From an optimization exercise on the open Yosys and OpenROAD flow, aimed at small area; shortcuts taken in it are not production practice. The RTL was checked by simulation tests, not by an equivalence proof against the original design. Power is estimated from default activity; no workload was simulated.

`flow/design.v`:
```
module add_32(
    input  [31:0] a,
    input  [31:0] b,
    output [31:0] c
);
    assign c = a + b;
endmodule
module REG32(
    input             clk,
    input             rst,
    input             CE,
    input      [31:0] D,
    output reg [31:0] Q
);
    always @(posedge clk or posedge rst) begin
        if (rst) Q <= 32'b0;
        else if (CE) Q <= D;
    end
endmodule
module Pipeline_IF(
    input wire clk_IF,
    input wire rst_IF,
    input wire en_IF,
    input wire [31:0] PC_in_IF,
    input wire PCSrc,
    output wire[31:0] PC_out_IF
);
    wire [31:0] Four_dout;
    assign Four_dout = 32'd4;
    wire [31:0] add_32_c;
    wire [31:0] MUX_o;
    wire [31:0] PC_out_Q; 
    add_32 add_32_0(
        .a(Four_dout),
        .b(PC_out_Q),
        .c(add_32_c)
    );
    REG32 PC(
        .clk(clk_IF),
        .rst(rst_IF),
        .CE(en_IF),
        .D(MUX_o),
        .Q(PC_out_Q)
    );
    assign MUX_o = (PCSrc == 1'b0) ? add_32_c : PC_in_IF;
    assign PC_out_IF = PC_out_Q;
endmodule
module IF_reg_ID(
    input wire clk_IFID,
    input wire rst_IFID,
    input wire en_IFID,
    input wire[31:0] PC_in_IFID,
    input wire[31:0] inst_in_IFID,
    output reg [31:0] PC_out_IFID,
    output reg [31:0] inst_out_IFID
);
always @(posedge clk_IFID or posedge rst_IFID) begin
    if (rst_IFID == 1'b1) begin 
        PC_out_IFID <= 32'b0;
        inst_out_IFID <= 32'b0;
    end
    else if (en_IFID == 1'b1) begin
        PC_out_IFID <= PC_in_IFID;
        inst_out_IFID <= inst_in_IFID;
    end
end
endmodule
module Regs(    input clk,
				input rst,
				input [4:0] Rs1_addr, 
				input [4:0] Rs2_addr, 
				input [4:0] Wt_addr, 
				input [31:0]Wt_data, 
				input RegWrite, 
				output [31:0] Rs1_data, 
				output [31:0] Rs2_data
    );
    reg [31:0] register [1:31];
        integer i;
    assign Rs1_data = (Rs1_addr == 0 )? 0 : register[Rs1_addr];
    assign Rs2_data = (Rs2_addr == 0 )? 0 : register[Rs2_addr];
    always @(posedge  clk or posedge rst)begin
        if(rst == 1) for(i = 1; i < 32; i=i+1) register[i] <= 0;
        else if ((Wt_addr != 0) && (RegWrite == 1)) register[Wt_addr] <= Wt_data;
    end 
endmodule
module ImmGen(
  input [2:0]   ImmSel,
  input [31:0]  inst_field,
  output reg [31:0] Imm_out
);
    always @(*) begin
        case(ImmSel) 
        3'b001: Imm_out <= {{20{inst_field[31]}}, inst_field[31:20]};
        3'b010: Imm_out <= {{20{inst_field[31]}}, inst_field[31:25] , inst_field[11:7]};
        3'b011: Imm_out <= {{20{inst_field[31]}}, inst_field[7],inst_field[30:25],inst_field[11:8],1'b0};
        3'b100: Imm_out <= {{12{inst_field[31]}}, inst_field[19:12],inst_field[20],inst_field[30:21],1'b0};
        3'b000: Imm_out <= {inst_field[31:12], 12'h000};
        default: Imm_out <= 32'b0;
        endcase
    end
endmodule
module SCPU_ctrl(
  input [4:0]       OPcode, 
  input [2:0]       Fun3,
  input             Fun7,
  input             MIO_ready,
  output reg [2:0]  ImmSel,
  output reg        ALUSrc_B,
  output reg [1:0]  MemtoReg,
  output reg [1:0]  Jump,
  output reg        Branch,
  output reg        BranchN,
  output reg        RegWrite,
  output reg        MemRW,
  output reg [3:0]  ALU_Control,
  output reg        CPU_MIO
);
  wire [3:0] Fun;
  assign Fun = {Fun3, Fun7};
  always @* begin
    {ALUSrc_B, MemtoReg, RegWrite, MemRW, Branch, BranchN, Jump, ALU_Control, ImmSel} = 16'b0;
    case(OPcode)
    5'b01100:  
        case(Fun)
            4'b0000: begin {ALUSrc_B, MemtoReg, RegWrite, MemRW, Branch, BranchN, Jump, ALU_Control, ImmSel} = {1'b0, 2'b0, 1'b1, 1'b0, 1'b0, 1'b0, 2'b0, 4'b0010, 3'b0}; end  
            4'b0001: begin {ALUSrc_B, MemtoReg, RegWrite, MemRW, Branch, BranchN, Jump, ALU_Control, ImmSel} = {1'b0, 2'b0, 1'b1, 1'b0, 1'b0, 1'b0, 2'b0, 4'b0110, 3'b0}; end  
            4'b0010: begin {ALUSrc_B, MemtoReg, RegWrite, MemRW, Branch, BranchN, Jump, ALU_Control, ImmSel} = {1'b0, 2'b0, 1'b1, 1'b0, 1'b0, 1'b0, 2'b0, 4'b1110, 3'b0}; end  
            4'b0100: begin {ALUSrc_B, MemtoReg, RegWrite, MemRW, Branch, BranchN, Jump, ALU_Control, ImmSel} = {1'b0, 2'b0, 1'b1, 1'b0, 1'b0, 1'b0, 2'b0, 4'b0111, 3'b0}; end  
            4'b0110: begin {ALUSrc_B, MemtoReg, RegWrite, MemRW, Branch, BranchN, Jump, ALU_Control, ImmSel} = {1'b0, 2'b0, 1'b1, 1'b0, 1'b0, 1'b0, 2'b0, 4'b1001, 3'b0}; end  
            4'b1000: begin {ALUSrc_B, MemtoReg, RegWrite, MemRW, Branch, BranchN, Jump, ALU_Control, ImmSel} = {1'b0, 2'b0, 1'b1, 1'b0, 1'b0, 1'b0, 2'b0, 4'b1100, 3'b0}; end  
            4'b1010: begin {ALUSrc_B, MemtoReg, RegWrite, MemRW, Branch, BranchN, Jump, ALU_Control, ImmSel} = {1'b0, 2'b0, 1'b1, 1'b0, 1'b0, 1'b0, 2'b0, 4'b1101, 3'b0}; end  
            4'b1011: begin {ALUSrc_B, MemtoReg, RegWrite, MemRW, Branch, BranchN, Jump, ALU_Control, ImmSel} = {1'b0, 2'b0, 1'b1, 1'b0, 1'b0, 1'b0, 2'b0, 4'b1111, 3'b0}; end  
            4'b1100: begin {ALUSrc_B, MemtoReg, RegWrite, MemRW, Branch, BranchN, Jump, ALU_Control, ImmSel} = {1'b0, 2'b0, 1'b1, 1'b0, 1'b0, 1'b0, 2'b0, 4'b0001, 3'b0}; end  
            4'b1110: begin {ALUSrc_B, MemtoReg, RegWrite, MemRW, Branch, BranchN, Jump, ALU_Control, ImmSel} = {1'b0, 2'b0, 1'b1, 1'b0, 1'b0, 1'b0, 2'b0, 4'b0000, 3'b0}; end  
        endcase
    5'b00000: begin {ALUSrc_B, MemtoReg, RegWrite, MemRW, Branch, BranchN, Jump, ALU_Control, ImmSel} = {1'b1, 2'b1, 1'b1, 1'b0, 1'b0, 1'b0, 2'b0, 4'b0010, 3'b001}; end  
    5'b01000: begin {ALUSrc_B, MemtoReg, RegWrite, MemRW, Branch, BranchN, Jump, ALU_Control, ImmSel} = {1'b1, 2'b0, 1'b0, 1'b1, 1'b0, 1'b0, 2'b0, 4'b0010, 3'b010}; end  
    5'b00100:   
        case(Fun3)
            3'b000: begin {ALUSrc_B, MemtoReg, RegWrite, MemRW, Branch, BranchN, Jump, ALU_Control, ImmSel} = {1'b1, 2'b0, 1'b1, 1'b0, 1'b0, 1'b0, 2'b0, 4'b0010, 3'b001}; end  
            3'b010: begin {ALUSrc_B, MemtoReg, RegWrite, MemRW, Branch, BranchN, Jump, ALU_Control, ImmSel} = {1'b1, 2'b0, 1'b1, 1'b0, 1'b0, 1'b0, 2'b0, 4'b0111, 3'b001}; end  
            3'b011: begin {ALUSrc_B, MemtoReg, RegWrite, MemRW, Branch, BranchN, Jump, ALU_Control, ImmSel} = {1'b1, 2'b0, 1'b1, 1'b0, 1'b0, 1'b0, 2'b0, 4'b1001, 3'b001}; end  
            3'b100: begin {ALUSrc_B, MemtoReg, RegWrite, MemRW, Branch, BranchN, Jump, ALU_Control, ImmSel} = {1'b1, 2'b0, 1'b1, 1'b0, 1'b0, 1'b0, 2'b0, 4'b1100, 3'b001}; end  
            3'b110: begin {ALUSrc_B, MemtoReg, RegWrite, MemRW, Branch, BranchN, Jump, ALU_Control, ImmSel} = {1'b1, 2'b0, 1'b1, 1'b0, 1'b0, 1'b0, 2'b0, 4'b0001, 3'b001}; end  
            3'b111: begin {ALUSrc_B, MemtoReg, RegWrite, MemRW, Branch, BranchN, Jump, ALU_Control, ImmSel} = {1'b1, 2'b0, 1'b1, 1'b0, 1'b0, 1'b0, 2'b0, 4'b0000, 3'b001}; end  
            3'b001: begin {ALUSrc_B, MemtoReg, RegWrite, MemRW, Branch, BranchN, Jump, ALU_Control, ImmSel} = {1'b1, 2'b0, 1'b1, 1'b0, 1'b0, 1'b0, 2'b0, 4'b1110, 3'b001}; end  
            3'b101: 
            begin 
                if (Fun7 == 1'b0) begin {ALUSrc_B, MemtoReg, RegWrite, MemRW, Branch, BranchN, Jump, ALU_Control, ImmSel} = {1'b1, 2'b0, 1'b1, 1'b0, 1'b0, 1'b0, 2'b0, 4'b1101, 3'b001}; end  
                else if (Fun7 == 1'b1) begin {ALUSrc_B, MemtoReg, RegWrite, MemRW, Branch, BranchN, Jump, ALU_Control, ImmSel} = {1'b1, 2'b0, 1'b1, 1'b0, 1'b0, 1'b0, 2'b0, 4'b1111, 3'b001}; end  
            end
        endcase
    5'b11000:  
        case(Fun3) 
        3'b000: begin {ALUSrc_B, MemtoReg, RegWrite, MemRW, Branch, BranchN, Jump, ALU_Control, ImmSel} = {1'b0, 2'b0, 1'b0, 1'b0, 1'b1, 1'b0, 2'b0, 4'b0110, 3'b011}; end  
        3'b001: begin {ALUSrc_B, MemtoReg, RegWrite, MemRW, Branch, BranchN, Jump, ALU_Control, ImmSel} = {1'b0, 2'b0, 1'b0, 1'b0, 1'b0, 1'b1, 2'b0, 4'b0110, 3'b011}; end  
        endcase
    5'b11011: begin {ALUSrc_B, MemtoReg, RegWrite, MemRW, Branch, BranchN, Jump, ALU_Control, ImmSel} = {1'b0, 2'b10, 1'b1, 1'b0, 1'b0, 1'b0, 2'b1, 4'b0, 3'b100}; end  
    5'b11001: begin {ALUSrc_B, MemtoReg, RegWrite, MemRW, Branch, BranchN, Jump, ALU_Control, ImmSel} = {1'b1, 2'b10, 1'b1, 1'b0, 1'b0, 1'b0, 2'b10, 4'b0010, 3'b001}; end  
    5'b01101: begin {ALUSrc_B, MemtoReg, RegWrite, MemRW, Branch, BranchN, Jump, ALU_Control, ImmSel} = {1'b0, 2'b11, 1'b1, 1'b0, 1'b0, 1'b0, 2'b0, 4'b0, 3'b000}; end  
    default: begin {ALUSrc_B, MemtoReg, RegWrite, MemRW, Branch, BranchN, Jump, ALU_Control, ImmSel} = {1'b0, 2'b00, 1'b0, 1'b0, 1'b0, 1'b0, 2'b0, 4'b0, 3'b000}; end 
        endcase 
        CPU_MIO = MIO_ready;
  end
endmodule
module Pipeline_ID (
    clk_ID, rst_ID, RegWrite_in_ID, Rd_addr_ID, 
  Wt_data_ID, Inst_in_ID, Rd_addr_out_ID, Rs1_out_ID, Rs2_out_ID, Imm_out_ID, ALUSrc_B_ID, 
  ALU_control_ID, Branch_ID, BranchN_ID, MemRW_ID, Jump_ID, MemtoReg_ID, RegWrite_out_ID)
 ;
  input clk_ID;
  input rst_ID;
  input RegWrite_in_ID;
  input [4:0]Rd_addr_ID;
  input [31:0]Wt_data_ID;
  input [31:0]Inst_in_ID;
  output [4:0]Rd_addr_out_ID;
  output [31:0]Rs1_out_ID;
  output [31:0]Rs2_out_ID;
  output [31:0]Imm_out_ID;
  output ALUSrc_B_ID;
  output [3:0]ALU_control_ID;
  output Branch_ID;
  output BranchN_ID;
  output MemRW_ID;
  output [1:0] Jump_ID;
  output [1:0]MemtoReg_ID;
  output RegWrite_out_ID;
    wire [2:0] SCPU_ctrl_ImmSel;
    Regs Regs_0(
        .clk(clk_ID),
        .rst(rst_ID),
        .RegWrite(RegWrite_in_ID),
        .Wt_data(Wt_data_ID),
        .Wt_addr(Rd_addr_ID),
        .Rs1_addr(Inst_in_ID[19:15]),
        .Rs2_addr(Inst_in_ID[24:20]),
        .Rs1_data(Rs1_out_ID),
        .Rs2_data(Rs2_out_ID)
    );
    ImmGen ImmGen_0(
        .ImmSel(SCPU_ctrl_ImmSel),
        .inst_field(Inst_in_ID),
        .Imm_out(Imm_out_ID)
    );
    SCPU_ctrl SCPU_ctrl_0(
        .OPcode(Inst_in_ID[6:2]),
        .Fun3(Inst_in_ID[14:12]),
        .Fun7(Inst_in_ID[30]),
        .MIO_ready(1'b0),
        .ImmSel(SCPU_ctrl_ImmSel),
        .ALUSrc_B(ALUSrc_B_ID),
        .ALU_Control(ALU_control_ID),
        .Branch(Branch_ID),
        .BranchN(BranchN_ID),
        .MemRW(MemRW_ID),
        .Jump(Jump_ID),
        .MemtoReg(MemtoReg_ID),
        .RegWrite(RegWrite_out_ID)
    );
    assign Rd_addr_out_ID = Inst_in_ID[11:7];
endmodule
module ID_reg_Ex(
    input clk_IDEX,
    input rst_IDEX,
    input en_IDEX,
    input [31:0] PC_in_IDEX,
    input [4:0] Rd_addr_IDEX,
    input [31:0] Rs1_in_IDEX,
    input [31:0] Rs2_in_IDEX,
    input [31:0] Imm_in_IDEX,
    input ALUSrc_B_in_IDEX,
    input [3:0] ALU_control_in_IDEX,
    input Branch_in_IDEX,
    input BranchN_in_IDEX,
    input MemRW_in_IDEX,
    input [1:0] Jump_in_IDEX,
    input [1:0] MemtoReg_in_IDEX,
    input RegWrite_in_IDEX,
    output reg [31:0] PC_out_IDEX,
    output reg [4:0] Rd_addr_out_IDEX,
    output reg [31:0] Rs1_out_IDEX,
    output reg [31:0] Rs2_out_IDEX,
    output reg [31:0] Imm_out_IDEX,
    output reg ALUSrc_B_out_IDEX,
    output reg [3:0] ALU_control_out_IDEX,
    output reg Branch_out_IDEX,
    output reg BranchN_out_IDEX,
    output reg MemRW_out_IDEX,
    output reg [1:0] Jump_out_IDEX,
    output reg [1:0] MemtoReg_out_IDEX,
    output reg RegWrite_out_IDEX
);  
    always @ (posedge clk_IDEX or posedge rst_IDEX) begin
        if (rst_IDEX) begin
            PC_out_IDEX <= 32'b0;
            Rd_addr_out_IDEX <= 5'b0;
            Rs1_out_IDEX <= 32'b0;
            Rs2_out_IDEX <= 32'b0;
            Imm_out_IDEX <= 32'b0;
            ALUSrc_B_out_IDEX <= 1'b0;
            ALU_control_out_IDEX <= 4'b0;
            Branch_out_IDEX <= 1'b0;
            BranchN_out_IDEX <= 1'b0;
            MemRW_out_IDEX <= 1'b0;
            Jump_out_IDEX <= 2'b0;
            MemtoReg_out_IDEX <= 2'b0;
            RegWrite_out_IDEX <= 1'b0;
        end
        else if (en_IDEX == 1'b1) begin
            PC_out_IDEX <= PC_in_IDEX;
            Rd_addr_out_IDEX <= Rd_addr_IDEX;
            Rs1_out_IDEX <= Rs1_in_IDEX;
            Rs2_out_IDEX <= Rs2_in_IDEX;
            Imm_out_IDEX <= Imm_in_IDEX;
            ALUSrc_B_out_IDEX <= ALUSrc_B_in_IDEX;
            ALU_control_out_IDEX <= ALU_control_in_IDEX;
            Branch_out_IDEX <= Branch_in_IDEX;
            BranchN_out_IDEX <= BranchN_in_IDEX;
            MemRW_out_IDEX <= MemRW_in_IDEX;
            Jump_out_IDEX <= Jump_in_IDEX;
            MemtoReg_out_IDEX <= MemtoReg_in_IDEX;
            RegWrite_out_IDEX <= RegWrite_in_IDEX;
        end
    end
endmodule
module ALU (
  input [31:0]  A,
  input [31:0]  B,
  input [3:0]   ALU_operation,
  output [31:0]  res,
  output        zero
);
reg [31:0] temp;
always @(*) begin
case (ALU_operation)
            4'b0000: temp <= A&B;  
            4'b0001: temp <= A|B;  
            4'b0010: temp <= A+B;  
            4'b1100: temp <= A^B;  
            4'b0110: temp <= A-B;  
            4'b1101: temp <= A >> B[4:0];  
            4'b0111: temp <= $signed(A) < $signed(B) ? 1:0;  
            4'b1110: temp <= A << B[4:0];  
            4'b1111: temp <= A >>> B[4:0];  
            4'b1001: temp <= $unsigned(A) < $unsigned(B) ? 1:0;  
  default : temp <= 0;
endcase
end
assign zero = temp == 0 ? 1 : 0 ;
assign res = temp;
endmodule
module Pipeline_Ex(
    input [31:0] PC_in_EX,
    input [31:0] Rs1_in_EX,
    input [31:0] Rs2_in_EX,
    input [31:0] Imm_in_EX,
    input ALUSrc_B_in_EX,
    input [3:0] ALU_control_in_EX,
    output [31:0] PC_out_EX,
    output [31:0] PC4_out_EX,
    output zero_out_EX,
    output [31:0] ALU_out_EX,
    output [31:0] Rs2_out_EX
);
assign PC_out_EX = PC_in_EX + Imm_in_EX;
assign PC4_out_EX = PC_in_EX + 4;
assign Rs2_out_EX = Rs2_in_EX;
wire [31:0] B;
assign B = ALUSrc_B_in_EX ? Imm_in_EX : Rs2_in_EX;
ALU alu_inst(
    .A(Rs1_in_EX),
    .B(B),
    .ALU_operation(ALU_control_in_EX),
    .res(ALU_out_EX),
    .zero(zero_out_EX)
);
endmodule
module Ex_reg_Mem(clk_EXMem, rst_EXMem, en_EXMem, PC_in_EXMem, 
  PC4_in_EXMem, Rd_addr_EXMem, zero_in_EXMem, ALU_in_EXMem, Rs2_in_EXMem, Branch_in_EXMem, 
  BranchN_in_EXMem, MemRW_in_EXMem, Junp_in_EXMem, MemtoReg_in_EXMem, RegWrite_in_EXMem, 
  PC_out_EXMem, PC4_out_EXMem, Rd_addr_out_EXMem, zero_out_EXMem, ALU_out_EXMem, 
  Rs2_out_EXMem, Branch_out_EXMem, BranchN_out_EXMem, MemRW_out_EXMem, Jump_out_EXMem, 
  MemtoReg_out_EXMem, RegWrite_out_EXMem)
 ;
  input clk_EXMem;
  input rst_EXMem;
  input en_EXMem;
  input [31:0]PC_in_EXMem;
  input [31:0]PC4_in_EXMem;
  input [4:0]Rd_addr_EXMem;
  input zero_in_EXMem;
  input [31:0]ALU_in_EXMem;
  input [31:0]Rs2_in_EXMem;
  input Branch_in_EXMem;
  input BranchN_in_EXMem;
  input MemRW_in_EXMem;
  input [1:0] Junp_in_EXMem;
  input [1:0]MemtoReg_in_EXMem;
  input RegWrite_in_EXMem;
  output reg [31:0]PC_out_EXMem;
  output reg [31:0]PC4_out_EXMem;
  output reg [4:0]Rd_addr_out_EXMem;
  output reg zero_out_EXMem;
  output reg [31:0]ALU_out_EXMem;
  output reg [31:0]Rs2_out_EXMem;
  output reg Branch_out_EXMem;
  output reg BranchN_out_EXMem;
  output reg MemRW_out_EXMem;
  output reg [1:0] Jump_out_EXMem;
  output reg [1:0]MemtoReg_out_EXMem;
  output reg RegWrite_out_EXMem;
  always @(posedge clk_EXMem or posedge rst_EXMem) begin
    if(rst_EXMem) begin 
        PC_out_EXMem <= 32'b0;
        PC4_out_EXMem <= 32'b0;
        Rd_addr_out_EXMem <= 5'b0;
        zero_out_EXMem <= 1'b0;
        ALU_out_EXMem <= 32'b0;
        Rs2_out_EXMem <= 32'b0;
        Branch_out_EXMem <= 1'b0;
        BranchN_out_EXMem <= 1'b0;
        MemRW_out_EXMem <= 1'b0;
        Jump_out_EXMem <= 2'b0;
        MemtoReg_out_EXMem <= 2'b0;
        RegWrite_out_EXMem <= 1'b0;
        end
        else if(en_EXMem == 1'b1) begin
        PC_out_EXMem <= PC_in_EXMem;
        PC4_out_EXMem <= PC4_in_EXMem;
        Rd_addr_out_EXMem <= Rd_addr_EXMem;
        zero_out_EXMem <= zero_in_EXMem;
        ALU_out_EXMem <= ALU_in_EXMem;
        Rs2_out_EXMem <= Rs2_in_EXMem;
        Branch_out_EXMem <= Branch_in_EXMem;
        BranchN_out_EXMem <= BranchN_in_EXMem;
        MemRW_out_EXMem <= MemRW_in_EXMem;
        Jump_out_EXMem <= Junp_in_EXMem;
        MemtoReg_out_EXMem <= MemtoReg_in_EXMem;
        RegWrite_out_EXMem <= RegWrite_in_EXMem;
    end
  end
endmodule
module Pipeline_Mem(
    input Branch_in_Mem,
    input zero_in_Mem,
    input BranchN_in_Mem,
    input [1:0] Jump_in_Mem,
    output PCSrc
);
assign PCSrc = (Branch_in_Mem & zero_in_Mem) | (BranchN_in_Mem & ~zero_in_Mem) | Jump_in_Mem[0] | Jump_in_Mem[1];
endmodule
module Mem_reg_WB(clk_MemWB, rst_MemWB, en_MemWB, PC4_in_MemWB, 
  Rd_addr_MemWB, ALU_in_MemWB, DMem_data_MemWB, MemtoReg_in_MemWB, RegWrite_in_MemWB, 
  PC4_out_MemWB, Rd_addr_out_MemWB, ALU_out_MemWB, DMem_data_out_MemWB, MemtoReg_out_MemWB, 
  RegWrite_out_MemWB)
 ;
  input clk_MemWB;
  input rst_MemWB;
  input en_MemWB;
  input [31:0]PC4_in_MemWB;
  input [4:0]Rd_addr_MemWB;
  input [31:0]ALU_in_MemWB;
  input [31:0]DMem_data_MemWB;
  input [1:0]MemtoReg_in_MemWB;
  input RegWrite_in_MemWB;
  output reg [31:0]PC4_out_MemWB;
  output reg [4:0]Rd_addr_out_MemWB;
  output reg [31:0]ALU_out_MemWB;
  output reg [31:0]DMem_data_out_MemWB;
  output reg [1:0]MemtoReg_out_MemWB;
  output reg RegWrite_out_MemWB;
always @(posedge clk_MemWB or posedge rst_MemWB) begin
    if(rst_MemWB) begin 
        PC4_out_MemWB <= 32'b0;
        Rd_addr_out_MemWB <= 5'b0;
        ALU_out_MemWB <= 32'b0;
        DMem_data_out_MemWB <= 32'b0;
        MemtoReg_out_MemWB <= 2'b0;
        RegWrite_out_MemWB <= 1'b0;
    end
    else if(en_MemWB == 1'b1) begin
        PC4_out_MemWB <= PC4_in_MemWB;
        Rd_addr_out_MemWB <= Rd_addr_MemWB;
        ALU_out_MemWB <= ALU_in_MemWB;
        DMem_data_out_MemWB <= DMem_data_MemWB;
        MemtoReg_out_MemWB <= MemtoReg_in_MemWB;
        RegWrite_out_MemWB <= RegWrite_in_MemWB;
    end
end
endmodule
module Pipeline_WB(
    input [1:0] MemtoReg_in_WB,
    input [31:0] ALU_in_WB,
    input [31:0] DMem_data_WB,
    input [31:0] PC4_in_WB,
    output reg [31:0] Data_out_WB   
);
always @(*) begin
    case(MemtoReg_in_WB)
        2'b00: Data_out_WB <= ALU_in_WB;
        2'b01: Data_out_WB <= DMem_data_WB;
        2'b10: Data_out_WB <= PC4_in_WB;
        2'b11: Data_out_WB <= PC4_in_WB;
    endcase
end
endmodule
module Pipeline_CPU(
    input clk,
    input rst,
    input[31:0] Data_in,
    input[31:0] inst_IF,
    output[31:0] PC_out_IF,
    output[31:0] PC_out_ID,
    output[31:0] inst_ID,
    output[31:0] PC_out_EX,
    output       MemRW_Ex,
    output       MemRW_Mem,
    output[31:0] Addr_out,
    output[31:0] Data_out,
    output[31:0] Data_out_WB
);
    wire b1_dout;
    assign b1_dout = 1'b1;
    wire [31:0] Instruction_Fetch_PC_out_IF;
    wire [31:0] IF_reg_ID_PC_out_IFID;
    wire [31:0] IF_reg_ID_inst_out_IFID;
    wire [4:0] Instruction_Decoder_Rd_addr_out_ID;
    wire [31:0] Instruction_Decoder_Rs1_out_ID;
    wire [31:0] Instruction_Decoder_Rs2_out_ID;
    wire [31:0] Instruction_Decoder_Imm_out_ID;
    wire Instruction_Decoder_ALUSrc_B_ID;
    wire [3:0] Instruction_Decoder_ALU_control_ID;
    wire  Instruction_Decoder_Branch_ID;
    wire  Instruction_Decoder_BranchN_ID;
    wire  Instruction_Decoder_MemRW_ID;
    wire  [1:0] Instruction_Decoder_Jump_ID;
    wire [1:0] Instruction_Decoder_MemtoReg_ID;
    wire  Instruction_Decoder_RegWrite_out_ID;
    wire [31:0] ID_reg_EX_PC_out_IDEX;
    wire [4:0] ID_reg_EX_Rd_addr_out_IDEX;
    wire [31:0] ID_reg_EX_Rs1_out_IDEX;
    wire [31:0] ID_reg_EX_Rs2_out_IDEX;
    wire [31:0] ID_reg_EX_Imm_out_IDEX;
    wire ID_reg_EX_ALUSrc_B_out_IDEX;
    wire [3:0] ID_reg_EX_ALU_control_out_IDEX;
    wire ID_reg_EX_Branch_out_IDEX;
    wire ID_reg_EX_BranchN_out_IDEX;
    wire ID_reg_EX_MemRW_out_IDEX;
    wire [1:0] ID_reg_EX_Jump_out_IDEX;
    wire [1:0] ID_reg_EX_MemtoReg_out_IDEX;
    wire ID_reg_EX_RegWrite_out_IDEX;
    wire [31:0] Execute_PC_out_EX;
    wire [31:0] Execute_PC4_out_EX;
    wire Execute_zero_out_EX;
    wire [31:0] Execute_ALU_out_EX;
    wire [31:0] Execute_Rs2_out_EX;
    wire [31:0] Ex_reg_Mem_PC_out_EXMem;
    wire [31:0] Ex_reg_Mem_PC4_out_EXMem;
    wire [4:0] Ex_reg_Mem_Rd_addr_out_EXMem;
    wire Ex_reg_Mem_zero_out_EXMem;
    wire [31:0] Ex_reg_Mem_ALU_out_EXMem;
    wire [31:0] Ex_reg_Mem_Rs2_out_EXMem;
    wire Ex_reg_Mem_Branch_out_EXMem;
    wire Ex_reg_Mem_BranchN_out_EXMem;
    wire Ex_reg_Mem_MemRW_out_EXMem;
    wire [1:0] Ex_reg_Mem_Jump_out_EXMem;
    wire [1:0] Ex_reg_Mem_MemtoReg_out_EXMem;
    wire Ex_reg_Mem_RegWrite_out_EXMem;
    wire Memory_Access_PCSrc;
    wire [31:0] Mem_reg_WB_PC4_out_MemWB;
    wire [4:0] Mem_reg_WB_Rd_addr_out_MemWB;
    wire [31:0] Mem_reg_WB_ALU_out_MemWB;
    wire [31:0] Mem_reg_WB_DMem_data_out_MemWB;
    wire [1:0] Mem_reg_WB_MemtoReg_out_MemWB;
    wire Mem_reg_WB_RegWrite_out_MemWB;
    wire [31:0] Write_Back_Data_out_WB;
    Pipeline_IF Instruction_Fetch (
        .clk_IF(clk),
        .rst_IF(rst),
        .en_IF(b1_dout),
        .PC_in_IF(Ex_reg_Mem_PC_out_EXMem),
        .PCSrc(Memory_Access_PCSrc),
        .PC_out_IF(Instruction_Fetch_PC_out_IF)
    );
    IF_reg_ID IF_reg_ID (
        .clk_IFID(clk),
        .rst_IFID(rst),
        .en_IFID(b1_dout),
        .PC_in_IFID(Instruction_Fetch_PC_out_IF),
        .inst_in_IFID(inst_IF),
        .PC_out_IFID(IF_reg_ID_PC_out_IFID),
        .inst_out_IFID(IF_reg_ID_inst_out_IFID)  
    );
    Pipeline_ID Instruction_Decoder (
        .clk_ID(clk),
        .rst_ID(rst),
        .RegWrite_in_ID(Mem_reg_WB_RegWrite_out_MemWB),
        .Rd_addr_ID(Mem_reg_WB_Rd_addr_out_MemWB),
        .Wt_data_ID(Write_Back_Data_out_WB),
        .Inst_in_ID(IF_reg_ID_inst_out_IFID),
        .Rd_addr_out_ID(Instruction_Decoder_Rd_addr_out_ID),
        .Rs1_out_ID(Instruction_Decoder_Rs1_out_ID),
        .Rs2_out_ID(Instruction_Decoder_Rs2_out_ID),
        .Imm_out_ID(Instruction_Decoder_Imm_out_ID),
        .ALUSrc_B_ID(Instruction_Decoder_ALUSrc_B_ID),
        .ALU_control_ID(Instruction_Decoder_ALU_control_ID),
        .Branch_ID(Instruction_Decoder_Branch_ID),
        .BranchN_ID(Instruction_Decoder_BranchN_ID),
        .MemRW_ID(Instruction_Decoder_MemRW_ID),
        .Jump_ID(Instruction_Decoder_Jump_ID),
        .MemtoReg_ID(Instruction_Decoder_MemtoReg_ID),
        .RegWrite_out_ID(Instruction_Decoder_RegWrite_out_ID)
    );
    ID_reg_Ex ID_reg_Ex(
        .clk_IDEX(clk),
        .rst_IDEX(rst),
        .en_IDEX(b1_dout),
        .PC_in_IDEX(IF_reg_ID_PC_out_IFID),
        .Rd_addr_IDEX(Instruction_Decoder_Rd_addr_out_ID),
        .Rs1_in_IDEX(Instruction_Decoder_Rs1_out_ID),
        .Rs2_in_IDEX(Instruction_Decoder_Rs2_out_ID),
        .Imm_in_IDEX(Instruction_Decoder_Imm_out_ID),
        .ALUSrc_B_in_IDEX(Instruction_Decoder_ALUSrc_B_ID),
        .ALU_control_in_IDEX(Instruction_Decoder_ALU_control_ID),
        .Branch_in_IDEX(Instruction_Decoder_Branch_ID),
        .BranchN_in_IDEX(Instruction_Decoder_BranchN_ID),
        .MemRW_in_IDEX(Instruction_Decoder_MemRW_ID),
        .Jump_in_IDEX(Instruction_Decoder_Jump_ID),
        .MemtoReg_in_IDEX(Instruction_Decoder_MemtoReg_ID),
        .RegWrite_in_IDEX(Instruction_Decoder_RegWrite_out_ID),
        .PC_out_IDEX(ID_reg_EX_PC_out_IDEX),
        .Rd_addr_out_IDEX(ID_reg_EX_Rd_addr_out_IDEX),
        .Rs1_out_IDEX(ID_reg_EX_Rs1_out_IDEX),
        .Rs2_out_IDEX(ID_reg_EX_Rs2_out_IDEX),
        .Imm_out_IDEX(ID_reg_EX_Imm_out_IDEX),
        .ALUSrc_B_out_IDEX(ID_reg_EX_ALUSrc_B_out_IDEX),
        .ALU_control_out_IDEX(ID_reg_EX_ALU_control_out_IDEX),
        .Branch_out_IDEX(ID_reg_EX_Branch_out_IDEX),
        .BranchN_out_IDEX(ID_reg_EX_BranchN_out_IDEX),
        .MemRW_out_IDEX(ID_reg_EX_MemRW_out_IDEX),
        .Jump_out_IDEX(ID_reg_EX_Jump_out_IDEX),
        .MemtoReg_out_IDEX(ID_reg_EX_MemtoReg_out_IDEX),
        .RegWrite_out_IDEX(ID_reg_EX_RegWrite_out_IDEX)
    );
    Pipeline_Ex Execute (
        .PC_in_EX(ID_reg_EX_PC_out_IDEX),
        .Rs1_in_EX(ID_reg_EX_Rs1_out_IDEX),
        .Rs2_in_EX(ID_reg_EX_Rs2_out_IDEX),
        .Imm_in_EX(ID_reg_EX_Imm_out_IDEX),
        .ALUSrc_B_in_EX(ID_reg_EX_ALUSrc_B_out_IDEX),
        .ALU_control_in_EX(ID_reg_EX_ALU_control_out_IDEX),
        .PC_out_EX(Execute_PC_out_EX),
        .PC4_out_EX(Execute_PC4_out_EX),
        .zero_out_EX(Execute_zero_out_EX),
        .ALU_out_EX(Execute_ALU_out_EX),
        .Rs2_out_EX(Execute_Rs2_out_EX)
    );
    Ex_reg_Mem Ex_reg_Mem(
        .clk_EXMem(clk),
        .rst_EXMem(rst),
        .en_EXMem(b1_dout),
        .Rd_addr_EXMem(ID_reg_EX_Rd_addr_out_IDEX),
        .PC_in_EXMem(Execute_PC_out_EX),
        .PC4_in_EXMem(Execute_PC4_out_EX),
        .zero_in_EXMem(Execute_zero_out_EX),
        .ALU_in_EXMem(Execute_ALU_out_EX),
        .Rs2_in_EXMem(Execute_Rs2_out_EX),
        .Branch_in_EXMem(ID_reg_EX_Branch_out_IDEX),
        .BranchN_in_EXMem(ID_reg_EX_BranchN_out_IDEX),
        .MemRW_in_EXMem(ID_reg_EX_MemRW_out_IDEX),
        .Junp_in_EXMem(ID_reg_EX_Jump_out_IDEX),
        .MemtoReg_in_EXMem(ID_reg_EX_MemtoReg_out_IDEX),
        .RegWrite_in_EXMem(ID_reg_EX_RegWrite_out_IDEX),
        .PC_out_EXMem(Ex_reg_Mem_PC_out_EXMem),
        .PC4_out_EXMem(Ex_reg_Mem_PC4_out_EXMem),
        .Rd_addr_out_EXMem(Ex_reg_Mem_Rd_addr_out_EXMem),
        .zero_out_EXMem(Ex_reg_Mem_zero_out_EXMem),
        .ALU_out_EXMem(Ex_reg_Mem_ALU_out_EXMem),
        .Rs2_out_EXMem(Ex_reg_Mem_Rs2_out_EXMem),
        .Branch_out_EXMem(Ex_reg_Mem_Branch_out_EXMem),
        .BranchN_out_EXMem(Ex_reg_Mem_BranchN_out_EXMem),
        .MemRW_out_EXMem(Ex_reg_Mem_MemRW_out_EXMem),
        .Jump_out_EXMem(Ex_reg_Mem_Jump_out_EXMem),
        .MemtoReg_out_EXMem(Ex_reg_Mem_MemtoReg_out_EXMem),
        .RegWrite_out_EXMem(Ex_reg_Mem_RegWrite_out_EXMem)
    );
    Pipeline_Mem Memory_Access (
        .zero_in_Mem(Ex_reg_Mem_zero_out_EXMem),
        .Branch_in_Mem(Ex_reg_Mem_Branch_out_EXMem),
        .BranchN_in_Mem(Ex_reg_Mem_BranchN_out_EXMem),
        .Jump_in_Mem(Ex_reg_Mem_Jump_out_EXMem),
        .PCSrc(Memory_Access_PCSrc)
    );
    Mem_reg_WB Mem_reg_WB(
        .clk_MemWB(clk),
        .rst_MemWB(rst),
        .en_MemWB(b1_dout),
        .DMem_data_MemWB(Data_in),
        .PC4_in_MemWB(Ex_reg_Mem_PC4_out_EXMem), 
        .Rd_addr_MemWB(Ex_reg_Mem_Rd_addr_out_EXMem),
        .ALU_in_MemWB(Ex_reg_Mem_ALU_out_EXMem),
        .MemtoReg_in_MemWB(Ex_reg_Mem_MemtoReg_out_EXMem),
        .RegWrite_in_MemWB(Ex_reg_Mem_RegWrite_out_EXMem),
        .PC4_out_MemWB(Mem_reg_WB_PC4_out_MemWB),
        .Rd_addr_out_MemWB(Mem_reg_WB_Rd_addr_out_MemWB),
        .ALU_out_MemWB(Mem_reg_WB_ALU_out_MemWB),
        .DMem_data_out_MemWB(Mem_reg_WB_DMem_data_out_MemWB),
        .MemtoReg_out_MemWB(Mem_reg_WB_MemtoReg_out_MemWB),
        .RegWrite_out_MemWB(Mem_reg_WB_RegWrite_out_MemWB)
    );
    Pipeline_WB Write_Back(
        .PC4_in_WB(Mem_reg_WB_PC4_out_MemWB),
        .ALU_in_WB(Mem_reg_WB_ALU_out_MemWB),
        .DMem_data_WB(Mem_reg_WB_DMem_data_out_MemWB),
        .MemtoReg_in_WB(Mem_reg_WB_MemtoReg_out_MemWB),
        .Data_out_WB(Write_Back_Data_out_WB)
    );
    assign Data_out_WB = Write_Back_Data_out_WB;
    assign MemRW_Mem = Ex_reg_Mem_MemRW_out_EXMem;
    assign MemRW_Ex = ID_reg_EX_MemRW_out_IDEX;
    assign Data_out = Ex_reg_Mem_Rs2_out_EXMem;
    assign Addr_out = Ex_reg_Mem_ALU_out_EXMem;
    assign PC_out_IF = Instruction_Fetch_PC_out_IF;
    assign PC_out_ID = IF_reg_ID_PC_out_IFID;
    assign PC_out_EX = Execute_PC_out_EX;
    assign inst_ID = IF_reg_ID_inst_out_IFID;
endmodule
```
`flow/run.sh`:
```
#!/bin/bash
# synth_recipe.tcl (not shown) runs the flow's synth.tcl, then flattens the netlist and writes it again
# the make line also repeats each setting of config.mk as NAME=value (left out here)
make -C /OpenROAD-flow-scripts/flow DESIGN_CONFIG=/design/flow/config.mk WORK_HOME=/design/flow/orfs CLKGATE_MAP_FILE= SYNTH_SCRIPT=/design/flow/synth_recipe.tcl finish
```
`flow/config.mk`:
```
export PLATFORM = sky130hd
export DESIGN_NAME = Pipeline_CPU
export DESIGN_NICKNAME = Pipeline_CPU
export VERILOG_FILES = /design/flow/design.v
export SDC_FILE = /design/flow/constraint.sdc
export NUM_CORES = 8
export LEC_CHECK = 0
export CAP_MARGIN = 20
export CORE_MARGIN = 2
export CORE_UTILIZATION = 30
export SLEW_MARGIN = 20
```
`flow/constraint.sdc`:
```
create_clock -name core_clock -period 6.3 [get_ports {clk}]
set_input_delay 1.2600 -clock core_clock [delete_from_list [all_inputs] [get_ports {clk}]]
set_output_delay 1.2600 -clock core_clock [all_outputs]
set_load 0.01 [all_outputs]
```
==> results_tabular.tex <==
\begin{tabular}{lr}
\hline
Metric & Value \\
\hline
\multicolumn{2}{l}{\textbf{Run status}} \\
\quad Run status & complete, no violations \\
\multicolumn{2}{l}{\textbf{Yosys}} \\
\quad Synthesized netlist net count & 7,718 \\
\quad Number of flops mapped to enable cells by yosys & 0 \\
\quad Yosys warns & 11 \\
\quad Average cell area after synthesis & 9.60 sq um \\
\quad Count leader, synth & sky130\_fd\_sc\_hd\_\_dfrtp\_1 \\
\quad Cell type with the largest total area after synthesis & sky130\_fd\_sc\_hd\_\_dfrtp\_1 \\
\quad Post-Synth Simple-Gate Area & 0.129 \\
\quad Share of synthesized registers carrying an async set or reset & 1.00 \\
\quad Syn Std Cell Area & 72,000 sq um \\
\quad Unique masters post-synth & 98 \\
\quad Primary FF master, synth & sky130\_fd\_sc\_hd\_\_dfrtp\_1 \\
\quad Top cells by count, synth & sky130\_fd\_sc\_hd\_\_dfrtp\_1, sky130\_fd\_sc\_hd\_\_nand2\_1, sky130\_fd\_sc\_hd\_\_o21ai\_0, sky130\_fd\_sc\_hd\_\_clkbuf\_1, sky130\_fd\_sc\_hd\_\_a22oi\_1 \\
\quad Share of synthesized area occupied by flip-flops and latches & 0.514 \\
\quad Share of synthesized area spent on multiplexers & 0.0331 \\
\quad Largest family of logic cells by synthesized area & compound AO/OA/AOI/OAI gates \\
\quad Area share of fa/ha/maj cells after synthesis & 0.0264 \\
\quad Area share of xor/xnor cells in the synthesized design & 0.0122 \\
\quad Number of synthesized register bits & 1,480 \\
\quad Cell types with the largest area share after synthesis & sky130\_fd\_sc\_hd\_\_dfrtp\_1, sky130\_fd\_sc\_hd\_\_o21ai\_0, sky130\_fd\_sc\_hd\_\_nand2\_1 \\
\quad Number of cells produced by synthesis & 7,502 \\
\quad Share of the synthesized area in the top cell type & 0.514 \\
\quad Compound-gate portion of the synthesized area & 0.242 \\
\multicolumn{2}{l}{\textbf{Global route}} \\
\quad Number of global-route vias before repair & 65,800 \\
\quad Global-route wire length before repair & 524,000 um \\
\quad Number of antenna violations at the first check in global routing & 19 \\
\quad Overall routing resource usage & 0.301 \\
\quad Maximum number of pins on one net before global-route repair & 175 \\
\quad Total gr overflow & 0 \\
\multicolumn{2}{l}{\textbf{Power and ir drop}} \\
\quad Largest voltage drop on the vdd net & 0.323 mV \\
\quad Leakage power figure & 35.8 nW \\
\quad Pwr Density & 307 nW/um\^{}2 \\
\multicolumn{2}{l}{\textbf{Finish}} \\
\quad Layout-stage area growth over the synthesis result & 18.1\% \\
\quad Fraction of layout instances using a drive strength above 1 & 0.0980 \\
\quad Post-layout net count & 7,818 \\
\multicolumn{2}{l}{\textbf{STA}} \\
\quad Final hold vios & 0 \\
\quad Total of endpoints with negative setup slack in the final report & 0 \\
\quad Total count of max-transition violations in the final report & 0 \\
\quad Setup repair after global routing missed its margin & no \\
\quad Final min period & 6110 ps \\
\quad Post-Route Hold Slack & 317 ps \\
\quad Max-slew headroom & 0.0237 \\
\quad Setup TNS after final layout & 0 ps \\
\quad Tcrit/Tclk final & 0.971 \\
\quad Smallest setup slack after layout & 186 ps \\
\quad Slew at the pin closest to its max-slew limit & 1450 ps \\
\quad Worst clock skew & 77.9 ps \\
\quad Achievable clock frequency & 0.164 GHz \\
\multicolumn{2}{l}{\textbf{Placement}} \\
\quad Post-DP HPWL & 241,000 um \\
\quad Pre-CTS worst setup slack & 314 ps \\
\quad GPL Wtd Cong & 1.01 \\
\quad IO Port Bufs & 291 \\
\multicolumn{2}{l}{\textbf{Hold path}} \\
\quad Start point of the worst hold path & Ex\_reg\_Mem.PC4\_out\_EXMem[10] \\
\quad Hold-critical path endpoint & Mem\_reg\_WB.PC4\_out\_MemWB[10] \\
\quad Hold Crit Class & reg2reg \\
\quad Number of cells traversed by the worst hold path & 0 \\
\multicolumn{2}{l}{\textbf{Floorplan}} \\
\quad Core footprint & 238,000 sq um \\
\quad Die footprint & 244,000 sq um \\
\quad Die width & 494 um \\
\quad Die extent in y & 494 um \\
\quad IO Count & 292 \\
\quad Initial core utilization & 0.302 \\
\quad Number of standard-cell rows in the floorplan & 179 \\
\multicolumn{2}{l}{\textbf{Drt}} \\
\quad DRC violation count after routing & 0 \\
\quad Post-route antenna net violation count & 0 \\
\quad Mean number of vias per cell & 6.32 \\
\quad First-pass detailed-route iteration total & 12 \\
\quad Detailed router's first-iteration violation count & 12,300 \\
\quad Routed length per placed instance & 34.6 um \\
\quad Total Wirelength & 377,000 um \\
\quad Total number of vias & 69,000 \\
\multicolumn{2}{l}{\textbf{Critical path}} \\
\quad Ordered cell list for the critical path & ha\_1 > a21o\_1 > a21oi\_2 > o211ai\_1 > a221o\_1 > a211oi\_4 > o21ai\_2 > a221o\_1 > a311o\_1 > o31ai\_2 > o21ai\_1 > a21oi\_1 > xnor2\_1 > dlygate4sd2\_1 \\
\quad Number of buffer and inverter stages on the critical path & 1 \\
\quad Critical-path maximum fanout & 3 \\
\quad Critical path's most frequent cell & sky130\_fd\_sc\_hd\_\_a221o\_1 \\
\quad CP arrival & 4850 ps \\
\quad Slowest stage cell on the critical path & sky130\_fd\_sc\_hd\_\_a221o\_1 \\
\quad Worst reg-to-reg path cell count & 15 \\
\quad Endpoint class of the critical path & primary output \\
\quad Worst path required time & 5040 ps \\
\quad Source of the worst register-to-register timing path & ID\_reg\_Ex.ALUSrc\_B\_out\_IDEX \\
\quad Critical path start-end classification & reg2out \\
\quad Family with the most delay on the worst path & compound AO/OA/AOI/OAI gates \\
\quad R2r endpoint & Ex\_reg\_Mem.zero\_out\_EXMem \\
\quad Launching element type of the critical path & flop \\
\quad Flop2flop setup slack & 490 ps \\
\quad Stage delay of the slowest cell on the critical path & 440 ps \\
\multicolumn{2}{l}{\textbf{Clock network}} \\
\quad Clock transition at path regs & 60 ps \\
\quad Clock tree sinks & 1,480 \\
\quad TritonCTS clock tree & done \\
\quad Later-pin clock latency in the skew report & 880 ps \\
\quad Root buf cell & sky130\_fd\_sc\_hd\_\_clkbuf\_16 \\
\quad Clock H-tree levels & 4 \\
\quad TritonCTS buffer count & 157 \\
\quad Deepest clock path buffer count & 3 \\
\quad Number of buffers added to fix hold violations after cts & 0 \\
\multicolumn{2}{l}{\textbf{Job}} \\
\quad Number of maximum-capacitance constraint violations & 0 \\
\hline
\end{tabular}
layout make-up:
cell class,count,area [sq um]
Antenna cell,21,52.6
Clock buffer,215,4410
Clock inverter,73,908
Fill cell,23900,153000
Inverter,164,622
Multi-Input combinational cell,5231,32800
Sequential cell,1480,37000
Tap cell,3167,3960
Timing Repair Buffer,568,5290
worst max path at each step:
| stage | from | endpoint | slack (ps) | cells past startpoint |
|---|---|---|---|---|
| final | ID_reg_Ex.Imm_out_IDEX[1] | PC_out_EX[31] | 190 | 14 |
| after global routing | ID_reg_Ex.Imm_out_IDEX[1] | PC_out_EX[31] | 6 | 14 |
| after CTS | ID_reg_Ex.Imm_out_IDEX[0] | PC_out_EX[30] | 40 | 17 |
| after detailed placement | ID_reg_Ex.Imm_out_IDEX[1] | PC_out_EX[31] | 310 | 14 |
| after global placement | ID_reg_Ex.Imm_out_IDEX[1] | PC_out_EX[29] | 260 | 15 |
| after floorplan | rst | Ex_reg_Mem.ALU_out_EXMem[0] | -15450 | 1 |
report_power, final:
| part | total [mW] | leakage (nW) | internal, mW | switching, mW |
|---|---|---|---|---|
| registers | 11.6 | 20.0 | 10.5 | 1.04 |
| clock network | 9.68 | 2.60 | 5.45 | 4.23 |
| logic | 4.86 | 13.2 | 1.82 | 3.05 |
| total | 26.1 | 35.8 | 17.8 | 8.31 |
timing repair:
| action | in CTS | in global routing |
|---|---|---|
| resized for setup | 13 | 7 |
| setup buffers | 0 | 1 |
| setup endpoints to repair | 5 | 4 |
| pin swaps | 1 | 2 |
metrics by stage:
stage	cell area, sq um	cells	utilization	total power [mW]
after floorplan	72000	7502	-	13.7
after global placement	79600	10600	0.334	16.4
after detailed placement	79600	10600	0.334	16.4
after CTS	84900	10900	0.356	26.1
after global routing	85000	10900	0.357	26.9
final	85000	10900	0.357	26.1
state kept, by name, summed over array words and instances, names as in the netlist, 5 cells and up:
| register | flops |
|---|---|
| Instruction_Decoder.Regs_0.register | 992 |
| Ex_reg_Mem.ALU_out_EXMem | 32 |
| Ex_reg_Mem.PC4_out_EXMem | 32 |
| Ex_reg_Mem.PC_out_EXMem | 32 |
| Ex_reg_Mem.Rs2_out_EXMem | 32 |
| ID_reg_Ex.Imm_out_IDEX | 32 |
| ID_reg_Ex.PC_out_IDEX | 32 |
| ID_reg_Ex.Rs1_out_IDEX | 32 |
| ID_reg_Ex.Rs2_out_IDEX | 32 |
| IF_reg_ID.PC_out_IFID | 32 |
| IF_reg_ID.inst_out_IFID | 32 |
| Instruction_Fetch.PC.Q | 32 |
| Mem_reg_WB.ALU_out_MemWB | 32 |
| Mem_reg_WB.DMem_data_out_MemWB | 32 |
| Mem_reg_WB.PC4_out_MemWB | 32 |
| Ex_reg_Mem.Rd_addr_out_EXMem | 5 |
| ID_reg_Ex.Rd_addr_out_IDEX | 5 |
| Mem_reg_WB.Rd_addr_out_MemWB | 5 |
layout by cell type, fill, tap and decap left out, types with 15 or more instances in the layout:
master	instances
sky130_fd_sc_hd__o22ai_1	42
sky130_fd_sc_hd__nor4_1	19
sky130_fd_sc_hd__o21ai_0	1104
sky130_fd_sc_hd__clkbuf_8	22
sky130_fd_sc_hd__o21bai_1	18
sky130_fd_sc_hd__a21o_1	49
sky130_fd_sc_hd__nand2_2	18
sky130_fd_sc_hd__a222oi_1	65
sky130_fd_sc_hd__nor2_1	206
sky130_fd_sc_hd__xor2_1	37
sky130_fd_sc_hd__clkdlybuf4s50_1	288
sky130_fd_sc_hd__a22oi_1	347
sky130_fd_sc_hd__a21oi_1	247
sky130_fd_sc_hd__o221ai_1	15
sky130_fd_sc_hd__nor2b_1	29
sky130_fd_sc_hd__clkbuf_1	34
sky130_fd_sc_hd__dfrtp_1	1475
sky130_fd_sc_hd__nor2_4	60
sky130_fd_sc_hd__a21oi_2	33
sky130_fd_sc_hd__xnor2_1	63
sky130_fd_sc_hd__buf_4	252
sky130_fd_sc_hd__buf_12	24
sky130_fd_sc_hd__nand2b_1	23
sky130_fd_sc_hd__a22o_1	259
sky130_fd_sc_hd__a211oi_1	24
sky130_fd_sc_hd__inv_1	157
sky130_fd_sc_hd__nor3_1	114
sky130_fd_sc_hd__diode_2	21
sky130_fd_sc_hd__clkbuf_16	159
sky130_fd_sc_hd__clkinv_2	36
sky130_fd_sc_hd__o211ai_1	20
sky130_fd_sc_hd__a221oi_1	266
sky130_fd_sc_hd__a31oi_1	25
sky130_fd_sc_hd__nand2_1	1261
sky130_fd_sc_hd__nand4_1	154
sky130_fd_sc_hd__ha_1	147
sky130_fd_sc_hd__nand3_1	137
sky130_fd_sc_hd__mux4_2	39
sky130_fd_sc_hd__and3_1	25
sky130_fd_sc_hd__mux2i_1	122
layer usage:
metal / vias to the layer above / track usage / share of wire
li1: 27700 / - / -
met2: 5602 / 0.418 / 0.40
met5: - / 0.00294 / 0.00037
met1: 34000 / 0.390 / 0.38
met4: 15 / 0.206 / 0.085
met3: 1723 / 0.105 / 0.13
cell families (layout without fill, tap and decap cells):
logic type	count (synthesis)	after routing
AO/OA/AOI/OAI	2660	2660
XOR/XNOR	100	100
adder cells (fa/ha/maj)	150	150
buffers and inverters	791	1020
flip-flops	1480	1480
multiplexers	177	177
other	0	21
AND/OR/NAND/NOR	2144	2144

## static timing again, ports no longer ideal
How much do the figures lean on ideal ports? The routed layout below was timed once more, with nothing changed but the port constraints.
Step 1: set_driving_cell puts a clkbuf_16 on clk and a buf_2 on each other input, an assumption about the parent block.
Step 2 moves the port delays by t, midway between the first and last clock arrival at a register: inputs arrive t later, outputs are due t later. That takes back most of the time a late clock gives input paths.
Slacks: ideal / step 1 / step 2; pairs: ideal / step 1.
t, ns: 0.935
slack for setup (ns): 0.186 / 0.093 / 0.493
clock arrival spread, ns: 0.079 / 0.078
worst register clock-pin slew, ns: 0.07 / 0.07
worst data-port slew with drivers (ns): 0.11
After both steps this run still meets setup and hold. For this run, drivers alone change the setup slack by -0.093 ns; drivers and shift together by +0.307 ns.
